From an optimization exercise on the open Yosys and OpenROAD flow, aimed at small area and a short achievable clock period; shortcuts taken in it are not production practice. RTL that was checked went through simulation tests only; none was proved equivalent to the original. Power figures rest on the tool's default switching activity, not on a simulated workload.

Design as2650, start of the top module:
module as2650(
	input clk,
	input rst,
	input [7:0] bus_in,
	output [7:0] bus_out,
	output le_lo,
	output le_hi,
	output OEb,
	output WEb,
	output bus_dir,
	output IOC,
	output IOD,
	input [6:0] irqs,
	output flag,
	input sense,
	output [7:0] ext_io_addr,
	output io_bus_cyc,
	output io_bus_we,
	output [7:0] io_bus_out,
	input [7:0] io_bus_in,
	output [7:0] debug_psl,
	output [7:0] debug_psu,
	output [32:0] la_data_out,
	input wb_hidden_rom_enable,
	output reg cpu_hidden_rom_enable,
	output WE_ram
);
localparam FETCH = 0;
localparam PARAM1 = 1;
localparam PARAM2 = 2;
localparam DATA1 = 3;
localparam IO1 = 4;
localparam IO2 = 5;
localparam INVALID = 6;
localparam HALT = 7;
localparam EXT_IO1 = 8;
localparam EXT_IO2 = 9;
localparam EXT_IO3 = 10;
localparam EXT_IO4 = 11;
localparam INTERRUPT_ACTION1 = 12;
reg trap;
reg [2:0] irq_num;
reg [7:0] r0, r1, r2, r3, r5, r6, r7;
reg [7:0] psu;
reg [7:0] psl;
assign debug_psu = psu;
assign debug_psl = psl;
assign flag = psu[6];
reg [15:0] stack [15:0];
reg [12:0] PC;
reg [2:0] page_reg;
reg [11:0] ivectors_base;
reg [15:0] last_addr;
reg [3:0] cycle;
reg [7:0] insin;
reg [15:0] instruction_args_latch;
reg extend;
reg [1:0] warmup;
reg halted;
wire warm = warmup != 2'b00;
wire reset = rst || warm;
reg indirect_cyc;
reg [1:0] indexed_cyc;
reg relative_cyc;
reg [2:0] chirp_ptr;
wire [3:0] sp = psu[3:0];
wire [3:0] sp_m1 = sp - 4'd1;
wire [3:0] sp_p1 = sp + 4'd1;
wire [15:0] TOS = stack[sp_m1];
wire [7:0] r1_v = psl[4] ? r5 : r1;
  ...
clock: 16.0 ns
lec_check: 0
cap_margin: 20
core_margin: 2
core_utilization: 50
cts_buf_list: sky130_fd_sc_hd__clkbuf_16
cts_cluster_diameter: 100
cts_cluster_size: 20
slew_margin: 20
standard.sh (not shown) runs the stock make flow with config.mk's settings and CLKGATE_MAP_FILE= SYNTH_SCRIPT=/design/flow/synth_recipe.tcl, a recipe that flattens the netlist after the stock synthesis.
==> flow/flow/run.sh <==
#!/bin/bash
# The standard layout (standard.sh: the standard flow's own synthesis and ORFS flow) with two changes:
# - the input and output ports are buffered with sky130_fd_sc_hd__buf_2 cells instead of
#   the cell buffer_ports picks by default;
# - ORFS's repair_timing steps aim for 9 ns of setup slack rather than 0, so that they size
#   up the slowest paths; the clock and constraints are the design's.
# Make's full output goes to flow_make.log here; ORFS's own logs are under orfs/logs.
set -euo pipefail
export BUFFER_PORTS_ARGS="-buffer_cell sky130_fd_sc_hd__buf_2"
export SETUP_SLACK_MARGIN=9
export TNS_END_PERCENT=5
bash standard.sh finish > flow_make.log 2>&1
Then changed:
--- a/flow/design.v
+++ b/flow/design.v
@@ -66,29 +66,28 @@
 reg [2:0] chirp_ptr;
 wire [3:0] sp = psu[3:0];
 wire [3:0] sp_m1 = sp - 4'd1;
 wire [3:0] sp_p1 = sp + 4'd1;
 wire [15:0] TOS = stack[sp_m1];
 wire [7:0] r1_v = psl[4] ? r5 : r1;
 wire [7:0] r2_v = psl[4] ? r6 : r2;
 wire [7:0] r3_v = psl[4] ? r7 : r3;
 assign la_data_out = {halted, r3_v, r2_v, r1_v, r0};
 function [7:0] rd;
 	input [1:0] a;
-	input [7:0] v0, v1, v2, v3;
 	begin
 		case(a)
-			2'd1: rd = v1;
-			2'd2: rd = v2;
-			2'd3: rd = v3;
-			default: rd = v0;
+			2'd1: rd = r1_v;
+			2'd2: rd = r2_v;
+			2'd3: rd = r3_v;
+			default: rd = r0;
 		endcase
 	end
 endfunction
 wire [7:0] instruction = cycle == FETCH ? bus_in : insin;
 wire is_RETURN = (instruction[7:2] == 6'b000101 || instruction[7:2] == 6'b001101) && !extend;
 wire is_DAR = instruction[7:2] == 6'b100101 && !extend;
 wire is_CLR = instruction[7:2] == 6'h31 && !extend;
 wire is_EXT = instruction == 8'hB7 && !extend;
 wire is_HALT = instruction == 8'h40 && !extend;
 wire is_NOP = instruction == 8'hC0 && !extend;
 wire is_XCHG = instruction == 8'h91 && !extend;
@@ -124,27 +123,27 @@
 wire is_CPL = instruction[7:2] == 6'h38 && extend;
 wire is_PSHS = instruction == 8'h10 && extend;
 wire is_POPS = instruction == 8'h11 && extend;
 wire is_SVB = instruction == 8'h12 && extend;
 wire is_CHRP = instruction == 8'h13 && extend;
 wire is_EXT_IO = (instruction[7:2] == 6'h15 || instruction[7:2] == 6'h35) && !extend;
 wire is_TRAP = instruction == 8'h90 && extend;
 wire is_CLRT = instruction == 8'h91 && extend;
 wire is_LIR = instruction == 8'h92 && extend;
 wire is_SIR = instruction == 8'h93 && extend;
 wire [2:0] instr_reg_a = {psl[4], instruction[1:0]};
-wire [7:0] instr_reg_v = rd(instruction[1:0], r0, r1_v, r2_v, r3_v);
+wire [7:0] instr_reg_v = rd(instruction[1:0]);
 wire is_store_q = (insin[7:4] == 4'hC && insin != 8'hC0 && !extend) || (insin[7:3] == 5'h19 && extend);
 wire is_IO_READ_q = (insin[7:2] == 6'h0C || insin[7:2] == 6'h1C) && !extend;
 wire is_IO_WRITE_q = (insin[7:2] == 6'h2C || insin[7:2] == 6'h3C) && !extend;
-wire [7:0] instr_reg_v_q = rd(insin[1:0], r0, r1_v, r2_v, r3_v);
+wire [7:0] instr_reg_v_q = rd(insin[1:0]);
 wire [12:0] PC_p1 = PC + 13'd1;
 wire q_RETURN = (insin[7:2] == 6'b000101 || insin[7:2] == 6'b001101) && !extend;
 wire q_DAR = insin[7:2] == 6'b100101 && !extend;
 wire q_CLR = insin[7:2] == 6'h31 && !extend;
 wire q_EXT = insin == 8'hB7 && !extend;
 wire q_HALT = insin == 8'h40 && !extend;
 wire q_NOP = insin == 8'hC0 && !extend;
 wire q_XCHG = insin == 8'h91 && !extend;
 wire q_MUL = insin == 8'h90 && !extend;
 wire q_ZBR = (insin == 8'h9B || insin == 8'hBB) && !extend;
 wire q_BXA = (insin == 8'h9F || insin == 8'hBF) && !extend;
Outcome:
- The new run ran to the end with no violations
- clock skew came out lower by 0.014 ns
- total power came out higher slightly
- critical path depth came out higher by 11
- synthesized cell count went down slightly
- routed wire length came out lower by a few percent
- die area fell slightly

as2650, a different RTL version from the one above (not shown whole).
For scale: roughly 420 flip-flops.
// as2650
module as2650(
	input clk,
	input rst,
	input [7:0] bus_in,
	output [7:0] bus_out,
	output le_lo,
	output le_hi,
	output OEb,
	output WEb,
	output bus_dir,
	output IOC,
	output IOD,
	input [6:0] irqs,
	output flag,
	input sense,
	output [7:0] ext_io_addr,
	output io_bus_cyc,
	output io_bus_we,
	output [7:0] io_bus_out,
	input [7:0] io_bus_in,
	output [7:0] debug_psl,
	output [7:0] debug_psu,
	output [32:0] la_data_out,
	input wb_hidden_rom_enable,
	output reg cpu_hidden_rom_enable,
	output WE_ram
);
clock: 16.0 ns
lec_check: 0
cap_margin: 20
core_margin: 2
core_utilization: 50
cts_buf_list: sky130_fd_sc_hd__clkbuf_16
cts_cluster_diameter: 100
cts_cluster_size: 20
slew_margin: 20
Scripts as last shown in full above: flow/flow/run.sh
Change:
--- a/flow/design.v
+++ b/flow/design.v
@@ -34,21 +34,21 @@
 localparam IO2 = 5;
 localparam INVALID = 6;
 localparam HALT = 7;
 localparam EXT_IO1 = 8;
 localparam EXT_IO2 = 9;
 localparam EXT_IO3 = 10;
 localparam EXT_IO4 = 11;
 localparam INTERRUPT_ACTION1 = 12;
 reg trap;
 reg [2:0] irq_num;
-reg [7:0] r0, r1, r2, r3, s1, s2, s3;
+reg [7:0] r0, r1, r2, r3, r5, r6, r7;
 reg [7:0] psu;
 reg [7:0] psl;
 assign debug_psu = psu;
 assign debug_psl = psl;
 assign flag = psu[6];
 reg [15:0] stack [15:0];
 reg [12:0] PC;
 reg [2:0] page_reg;
 reg [11:0] ivectors_base;
 reg [15:0] last_addr;
@@ -61,23 +61,23 @@
 wire warm = warmup != 2'b00;
 wire reset = rst || warm;
 reg indirect_cyc;
 reg [1:0] indexed_cyc;
 reg relative_cyc;
 reg [2:0] chirp_ptr;
 wire [3:0] sp = psu[3:0];
 wire [3:0] sp_m1 = sp - 4'd1;
 wire [3:0] sp_p1 = sp + 4'd1;
 wire [15:0] TOS = stack[sp_m1];
-wire [7:0] r1_v = r1;
-wire [7:0] r2_v = r2;
-wire [7:0] r3_v = r3;
+wire [7:0] r1_v = psl[4] ? r5 : r1;
+wire [7:0] r2_v = psl[4] ? r6 : r2;
+wire [7:0] r3_v = psl[4] ? r7 : r3;
 assign la_data_out = {halted, r3_v, r2_v, r1_v, r0};
 function [7:0] rd;
 	input [1:0] a;
 	begin
 		case(a)
 			2'd1: rd = r1_v;
 			2'd2: rd = r2_v;
 			2'd3: rd = r3_v;
 			default: rd = r0;
 		endcase
@@ -707,23 +707,21 @@
 		PCS_ZBR: pcp_n = zbr_target;
 		PCS_ABS: pcp_n = abs_target;
 		PCS_TOS: pcp_n = TOS;
 		default: pcp_n = {page_reg, PC};
 	endcase
 end
 wire [2:0] page_n = pcp_n[15:13];
 wire [12:0] PC_n = pcp_n[12:0];
 wire it_step_up = cycle == PARAM1 && hit;
 wire it_step_down = cycle == PARAM2 && hit;
-wire [15:0] ra_p1 = requested_addr + 16'd1;
-wire [15:0] ra_m1 = requested_addr - 16'd1;
-wire [15:0] it_held = it_step_down ? ra_m1 : (it_step_up ? ra_p1 : requested_addr);
+wire [15:0] it_held = requested_addr + (it_step_down ? 16'hFFFF : {15'h0000, it_step_up});
 reg [15:0] it_n;
 always @(*) begin
 	case(it_sel)
 		ITS_ZBR: it_n = zbr_target;
 		ITS_REL: it_n = relative_eff_address;
 		ITS_IND2: it_n = q_BRANCH ? {page_reg[2], instruction_args_latch[14:8], bus_in} : {page_reg, instruction_args_latch[12:8], bus_in};
 		ITS_INT: it_n = {ivectors_base, irq_num, 1'b0};
 		default: it_n = it_held;
 	endcase
 end
@@ -835,29 +833,23 @@
 		cpu_hidden_rom_enable <= chre_n;
 	end
 end
 always @(posedge clk) begin
 	if(!reset && st_en) stack[sp] <= st_d;
 end
 wire [7:0] wd_lo = (pr_en ? pr_d[7:0] : wb_d) & {8{!reset}};
 wire [7:0] wd_hi = (pr_en ? pr_d[15:8] : wb_d) & {8{!reset}};
 wire [7:0] wd = wb_d & {8{!reset}};
 wire wr_any = wb_en && !pr_en;
-wire [7:0] rmask8 = {8{!reset}};
-wire bank_sw = !reset && hit && (
-	(cycle == FETCH && ((bus_in == 8'h11 && extend && TOS[4] != psl[4]) || (bus_in == 8'h93 && !extend && r0[4] != psl[4]))) ||
-	(cycle == PARAM1 && !extend && insin[7:2] == 6'b011101 && insin[0] && bus_in[4] && (insin[1] != psl[4])));
 always @(posedge clk) begin
 	if(reset || pr_en || (wr_any && wb_a[1:0] == 2'd0)) r0 <= wd_lo;
-	if(reset || bank_sw || pr_en || (wr_any && wb_a[1:0] == 2'd1)) r1 <= bank_sw ? s1 : wd_hi;
-	if(reset || bank_sw || (wr_any && wb_a[1:0] == 2'd2)) r2 <= bank_sw ? s2 : wd;
-	if(reset || bank_sw || (wr_any && wb_a[1:0] == 2'd3)) r3 <= bank_sw ? s3 : wd;
-	if(reset || bank_sw) begin
-		s1 <= r1 & rmask8;
-		s2 <= r2 & rmask8;
-		s3 <= r3 & rmask8;
-	end
+	if(reset || (pr_en && !psl[4]) || (wr_any && wb_a == 3'd1)) r1 <= wd_hi;
+	if(reset || (pr_en && psl[4]) || (wr_any && wb_a == 3'd5)) r5 <= wd_hi;
+	if(reset || (wr_any && wb_a == 3'd2)) r2 <= wd;
+	if(reset || (wr_any && wb_a == 3'd3)) r3 <= wd;
+	if(reset || (wr_any && wb_a == 3'd6)) r6 <= wd;
+	if(reset || (wr_any && wb_a == 3'd7)) r7 <= wd;
 end
 always @(posedge clk) begin
 	instruction_args_latch <= args_n;
 end
 endmodule
The changed run ran to the end with no violations.
Die area went down by 1.8%.
Worst setup slack is better by 61 ps.
Total power went up by 0.44%.
Flip-flop and latch count is unchanged.
Worst hold slack is worse by 17 ps.
Cell count went down by 2.0%.
Fmax went up by 0.87%.
Area after synthesis went down by 1.9%.
Final area went down by 1.4%.
Non-clock buffer count went up by 4.
Utilization went up by 0.33 points.
Wire length went down by 1.5%.
Critical path depth went up by 6.
Function was not checked in any run of this note: the RTL went through the layout flow alone.

## re-timing with driven ports
In the flow no input, the clock included, has a driving cell. The finished layouts below were timed again as built, in two steps.
Step 1 sets driving cells, clkbuf_16 on the clock port and buf_2 on the other inputs (assumed; they add their load-dependent delay and slew).
Step 2 adds t to the input delays and takes it off the output delays; t is the mean of the earliest and latest rising clock arrival at the registers after step 1. Input paths then give back, and output paths get back, about the clock's delay inside the block.
Three values: ideal ports, drivers, drivers and shift; two values: the first two.
run	t (ns)	slack for setup (ns)	worst register clock-pin slew, ns	worst data-port slew with drivers (ns)
the first run of note 1	0.685	8.811 / 8.746 / 8.263	0.10 / 0.10	0.04
the second run of note 1	0.681	9.032 / 9.023 / 8.393	0.10 / 0.10	0.03
the first run of note 2	0.710	8.869 / 8.848 / 8.223	0.10 / 0.10	0.04
the second run of note 2	0.705	8.930 / 8.867 / 8.276	0.10 / 0.10	0.08
After both steps every run listed still meets setup and hold. The setup slack of the second run of note 2, which loses most, moves by -0.063 ns with the drivers and by -0.654 ns with both steps.
